Context: an optimization exercise on an open-source flow, tuned for small area. The choices shown serve that exercise and are no tape-out recipe. The RTL was checked by simulation tests, not by an equivalence proof against the original design.

run A:
==> module lab3_3, before the edit <==
module lab3_3(clk, rst, en, speed, led);
input clk;
input rst;
input en;
input speed;
output [15:0] led;
wire [2:0] S;    
clock_divider clkdiv(.clk(clk), .rst(rst), .cnt(S));
wire sel1 = speed ? S[0] : S[2];
wire sel2 = speed ? S[2] : S[0];
reg p1, p2;
always @(posedge clk) begin
    p1 <= sel1;
    p2 <= sel2;
end
wire step3 = sel1 & ~p1 & en;
wire step1 = sel2 & ~p2 & en;
reg [2:0] m;
reg dirC;         
wire [9:4] P;     
assign P[4] = ~m[0] & ~m[2];
assign P[5] =  m[0] & ~m[1];
assign P[6] =  m[1] & ~m[2];
assign P[7] =  m[0] &  m[2];
assign P[8] = ~m[0] &  m[1];
assign P[9] = ~m[1] &  m[2];
wire [15:0] M3;
assign M3[3:0]   = 4'b0;
assign M3[4]     = P[4];
assign M3[5]     = ~m[1] & ~m[2];
assign M3[6]     = ~m[2];
assign M3[7]     =  m[0];
assign M3[8]     =  m[1];
assign M3[9]     =  m[2];
assign M3[10]    = ~m[0] & m[2];
assign M3[11]    = P[9];
assign M3[15:12] = 4'b0;
wire m_up = dirC ? P[4] : ~P[9];
always @(posedge clk, posedge rst) begin
    if (rst) begin
        m <= 3'b100;
        dirC <= 1'b0;
    end else if (step3) begin
        m <= m_up ? {m[1], m[0], ~m[2]} : {~m[0], m[2], m[1]};
        dirC <= ~m_up;
    end
end
reg [3:0] a;
reg dirA;         
wire a0 = (a == 4'd0);
wire a15 = (a == 4'd15);
wire collA = P[4] & (a >= 4'd4) & (a <= 4'd7)
           | P[5] & (a >= 4'd4) & (a <= 4'd8)
           | P[6] & (a >= 4'd5) & (a <= 4'd9)
           | P[7] & (a >= 4'd6) & (a <= 4'd9)
           | P[8] & (a >= 4'd8) & (a <= 4'd11)
           | P[9] & (a >= 4'd8) & (a <= 4'd12);
wire a_up = dirA ? collA : ~a15;
wire a_hold = ~dirA & a0;            
wire a_die = dirA & ~collA & a0;     
always @(posedge clk, posedge rst) begin
    if (rst) begin
        a <= 4'd15;
        dirA <= 1'b1;
    end else if (step1 & ~a_hold) begin
        if (a_die)
            dirA <= 1'b0;
        else begin
            a <= a_up ? a + 1'b1 : a - 1'b1;
            dirA <= ~a_up;
        end
    end
end
wire [15:0] A1 = {(16'd1 << a)} & {15'h7fff, dirA};
reg [3:0] b;
reg dirB;         
wire b0 = (b == 4'd0);
wire b15 = (b == 4'd15);
wire collB = P[4] & (b >= 4'd3) & (b <= 4'd7)
           | P[5] & (b >= 4'd4) & (b <= 4'd8)
           | P[6] & (b >= 4'd5) & (b <= 4'd9)
           | P[7] & (b >= 4'd6) & (b <= 4'd10)
           | P[8] & (b >= 4'd7) & (b <= 4'd11)
           | P[9] & (b >= 4'd8) & (b <= 4'd11);
wire b_up = dirB ? b0 : ~collB;
wire b_hold = dirB & b15;            
wire b_die = ~dirB & ~collB & b15;   
always @(posedge clk, posedge rst) begin
    if (rst) begin
        b <= 4'd0;
        dirB <= 1'b0;
    end else if (step1 & ~b_hold) begin
        if (b_die)
            dirB <= 1'b1;
        else begin
            b <= b_up ? b + 1'b1 : b - 1'b1;
            dirB <= ~b_up;
        end
    end
end
wire [15:0] B1 = {(16'd1 << b)} & {~dirB, 15'h7fff};
assign led = A1 | B1 | M3;
endmodule
clock: 5.0 ns
lec_check: 0
cap_margin: 20
core_margin: 2
core_utilization: 40
slew_margin: 20
standard.sh (not shown) runs the stock make flow with config.mk's settings and CLKGATE_MAP_FILE= SYNTH_SCRIPT=/design/flow/synth_recipe.tcl, a recipe that flattens the netlist after the stock synthesis.
==> flow/flow/run.sh <==
#!/bin/bash
# Own layout flow: the standard synthesis, then its combinational logic
# re-mapped for area (flip-flops untouched), then the standard ORFS layout
# steps with 1x port buffers and a single-level clock tree.
set -euo pipefail
W=$PWD
R=$W/orfs/results/$FLOW_PLATFORM/lab3_3/base
export LIB_FILE=$FLOW_HOME/platforms/$FLOW_PLATFORM/lib/sky130_fd_sc_hd__tt_025C_1v80.lib
export DONT_USE_CELLS="$(sed -n '/^export DONT_USE_CELLS/,/^$/p' $FLOW_HOME/platforms/$FLOW_PLATFORM/config.mk | tr -d '\\' | sed 's/export DONT_USE_CELLS += //' | tr -s ' \n' ' ')"
export TOP=$FLOW_TOP

# 1. standard synthesis (netlist only)
bash standard.sh $R/1_2_yosys.v > $W/synth_standard.log 2>&1
cp $R/1_2_yosys.v $W/netlist_standard.v

# 2. re-map the logic with a few ABC area scripts, keep the smallest
best=""; best_area=""
for s in $W/flow/abc_*.script; do
  n=$(basename $s .script)
  IN_V=$W/netlist_standard.v OUT_V=$W/netlist_$n.v ABC_SCRIPT=$s \
    yosys -c $W/flow/remap.tcl > $W/remap_$n.log 2>&1 &
done
wait
for s in $W/flow/abc_*.script; do
  n=$(basename $s .script)
  [[ -s $W/netlist_$n.v.stat ]] || continue
  a=$(sed -n "s/.*Chip area for top module.*: *//p" $W/netlist_$n.v.stat)
  [[ -n "$a" ]] || continue
  echo "$n $a" >> $W/remap_areas.txt
  if [[ -z "$best" ]] || awk "BEGIN{exit !($a < $best_area)}"; then best=$n; best_area=$a; fi
done
a0=$(grep -h "Chip area" $W/orfs/reports/$FLOW_PLATFORM/lab3_3/base/synth_stat.txt | head -1 | sed 's/.*: *//')
echo "standard $a0 best $best $best_area" >> $W/remap_areas.txt
if [[ -n "$best" ]] && awk "BEGIN{exit !($best_area < $a0)}"; then
  cp $W/netlist_$best.v $R/1_2_yosys.v
fi

# 3. layout
bash standard.sh finish \
  "BUFFER_PORTS_ARGS=-buffer_cell sky130_fd_sc_hd__buf_1" \
  "CTS_ARGS=-sink_clustering_enable -repair_clock_nets -dont_use_dummy_load -sink_clustering_size 64 -sink_clustering_max_diameter 500 -buf_list sky130_fd_sc_hd__clkbuf_8 -root_buf sky130_fd_sc_hd__clkbuf_8" \
  > $W/layout_standard.log 2>&1
Other scripts of this flow, unchanged in this note and not shown: flow/flow/abc_d1.script, flow/flow/abc_d2.script, flow/flow/abc_d3.script, flow/flow/abc_d4.script, flow/flow/abc_s01.script, flow/flow/abc_s21.script, flow/flow/remap.tcl
[inputs] run B vs run A
==> flow/design.v, changed modules only <==
module lab3_3(clk, rst, en, speed, led);
input clk;
input rst;
input en;
input speed;
output [15:0] led;
wire [2:0] S;    
clock_divider clkdiv(.clk(clk), .rst(rst), .cnt(S));
wire sel1 = speed ? S[0] : S[2];
wire sel2 = speed ? S[2] : S[0];
reg p1, p2;
always @(posedge clk) begin
    p1 <= sel1;
    p2 <= sel2;
end
wire step3 = sel1 & ~p1 & en;
wire step1 = sel2 & ~p2 & en;
reg [2:0] mr;      
wire [2:0] m = mr ^ 3'b100;
reg dirC;         
wire [9:4] P;     
assign P[4] = ~m[0] & ~m[2];
assign P[5] =  m[0] & ~m[1];
assign P[6] =  m[1] & ~m[2];
assign P[7] =  m[0] &  m[2];
assign P[8] = ~m[0] &  m[1];
assign P[9] = ~m[1] &  m[2];
wire [15:0] M3;
assign M3[3:0]   = 4'b0;
assign M3[4]     = P[4];
assign M3[5]     = ~m[1] & ~m[2];
assign M3[6]     = ~m[2];
assign M3[7]     =  m[0];
assign M3[8]     =  m[1];
assign M3[9]     =  m[2];
assign M3[10]    = ~m[0] & m[2];
assign M3[11]    = P[9];
assign M3[15:12] = 4'b0;
wire m_up = dirC ? P[4] : ~P[9];
always @(posedge clk, posedge rst) begin
    if (rst) begin
        mr <= 3'b000;
        dirC <= 1'b0;
    end else if (step3) begin
        mr <= (m_up ? {m[1], m[0], ~m[2]} : {~m[0], m[2], m[1]}) ^ 3'b100;
        dirC <= ~m_up;
    end
end
reg [3:0] na;     
reg ndirA;        
wire [3:0] a = ~na;
wire dirA = ~ndirA;   
wire a0 = (a == 4'd0);
wire a15 = (a == 4'd15);
wire collA = P[4] & (a >= 4'd4) & (a <= 4'd7)
           | P[5] & (a >= 4'd4) & (a <= 4'd8)
           | P[6] & (a >= 4'd5) & (a <= 4'd9)
           | P[7] & (a >= 4'd6) & (a <= 4'd9)
           | P[8] & (a >= 4'd8) & (a <= 4'd11)
           | P[9] & (a >= 4'd8) & (a <= 4'd12);
wire a_up = dirA ? collA : ~a15;
wire a_hold = ~dirA & a0;            
wire a_die = dirA & ~collA & a0;     
always @(posedge clk, posedge rst) begin
    if (rst) begin
        na <= 4'd0;
        ndirA <= 1'b0;
    end else if (step1 & ~a_hold) begin
        if (a_die)
            ndirA <= 1'b1;
        else begin
            na <= ~(a_up ? a + 1'b1 : a - 1'b1);
            ndirA <= a_up;
        end
    end
end
wire [15:0] A1 = {(16'd1 << a)} & {15'h7fff, dirA};
reg [3:0] b;
reg dirB;         
wire b0 = (b == 4'd0);
wire b15 = (b == 4'd15);
wire collB = P[4] & (b >= 4'd3) & (b <= 4'd7)
           | P[5] & (b >= 4'd4) & (b <= 4'd8)
           | P[6] & (b >= 4'd5) & (b <= 4'd9)
           | P[7] & (b >= 4'd6) & (b <= 4'd10)
           | P[8] & (b >= 4'd7) & (b <= 4'd11)
           | P[9] & (b >= 4'd8) & (b <= 4'd11);
wire b_up = dirB ? b0 : ~collB;
wire b_hold = dirB & b15;            
wire b_die = ~dirB & ~collB & b15;   
always @(posedge clk, posedge rst) begin
    if (rst) begin
        b <= 4'd0;
        dirB <= 1'b0;
    end else if (step1 & ~b_hold) begin
        if (b_die)
            dirB <= 1'b1;
        else begin
            b <= b_up ? b + 1'b1 : b - 1'b1;
            dirB <= ~b_up;
        end
    end
end
wire [15:0] B1 = {(16'd1 << b)} & {~dirB, 15'h7fff};
assign led = A1 | B1 | M3;
endmodule
==> notes.md <==
- Comparing run B and run A, first-iteration DRC count is higher on run A.
- The cell at the slowest stage of the critical path comes out a2111oi_0 in one run and dfstp_2 in the other, namely in run B and run A respectively.
- Summary — number of placed instances with taps included, run B relative to run A: lower, by 5.
- Run B vs. run A: worst setup slack lost 0.52 ns; via count lost 51.
- Changes observed in run B relative to run A: final critical delay including setup and external delays went up 0.52 ns, die area -1.2%, register-to-register slack decreased 0.80 ns.
- Core utilization: run B higher than run A

## afterwards: timing with drivers on the ports
The results above use ideal ports. As a check the final layouts listed here were re-extracted and re-timed, cells and wires unchanged. Step 1, drivers: a clkbuf_16 drives clk and a buf_2 each remaining input, both assumed. Step 2 also shifts input and output timing later by t, the mid clock arrival at the registers, as if the neighbouring blocks saw the same clock. Slacks: ideal / step 1 / step 2; pairs: ideal / step 1.
| run | t, ns | setup WS [ns] | worst setup path at the end | worst register clock-pin slew, ns |
|---|---|---|---|---|
| run A | 0.294 | 1.922 / 1.896 / 2.190 | register to output | 0.10 / 0.10 |
| run B | 0.294 | 1.404 / 1.405 / 1.111 | input to register | 0.10 / 0.10 |
After both steps setup and hold are still met in every run listed. For run B, which loses most, drivers alone change the setup slack by +0.001 ns; drivers and shift together by -0.293 ns.
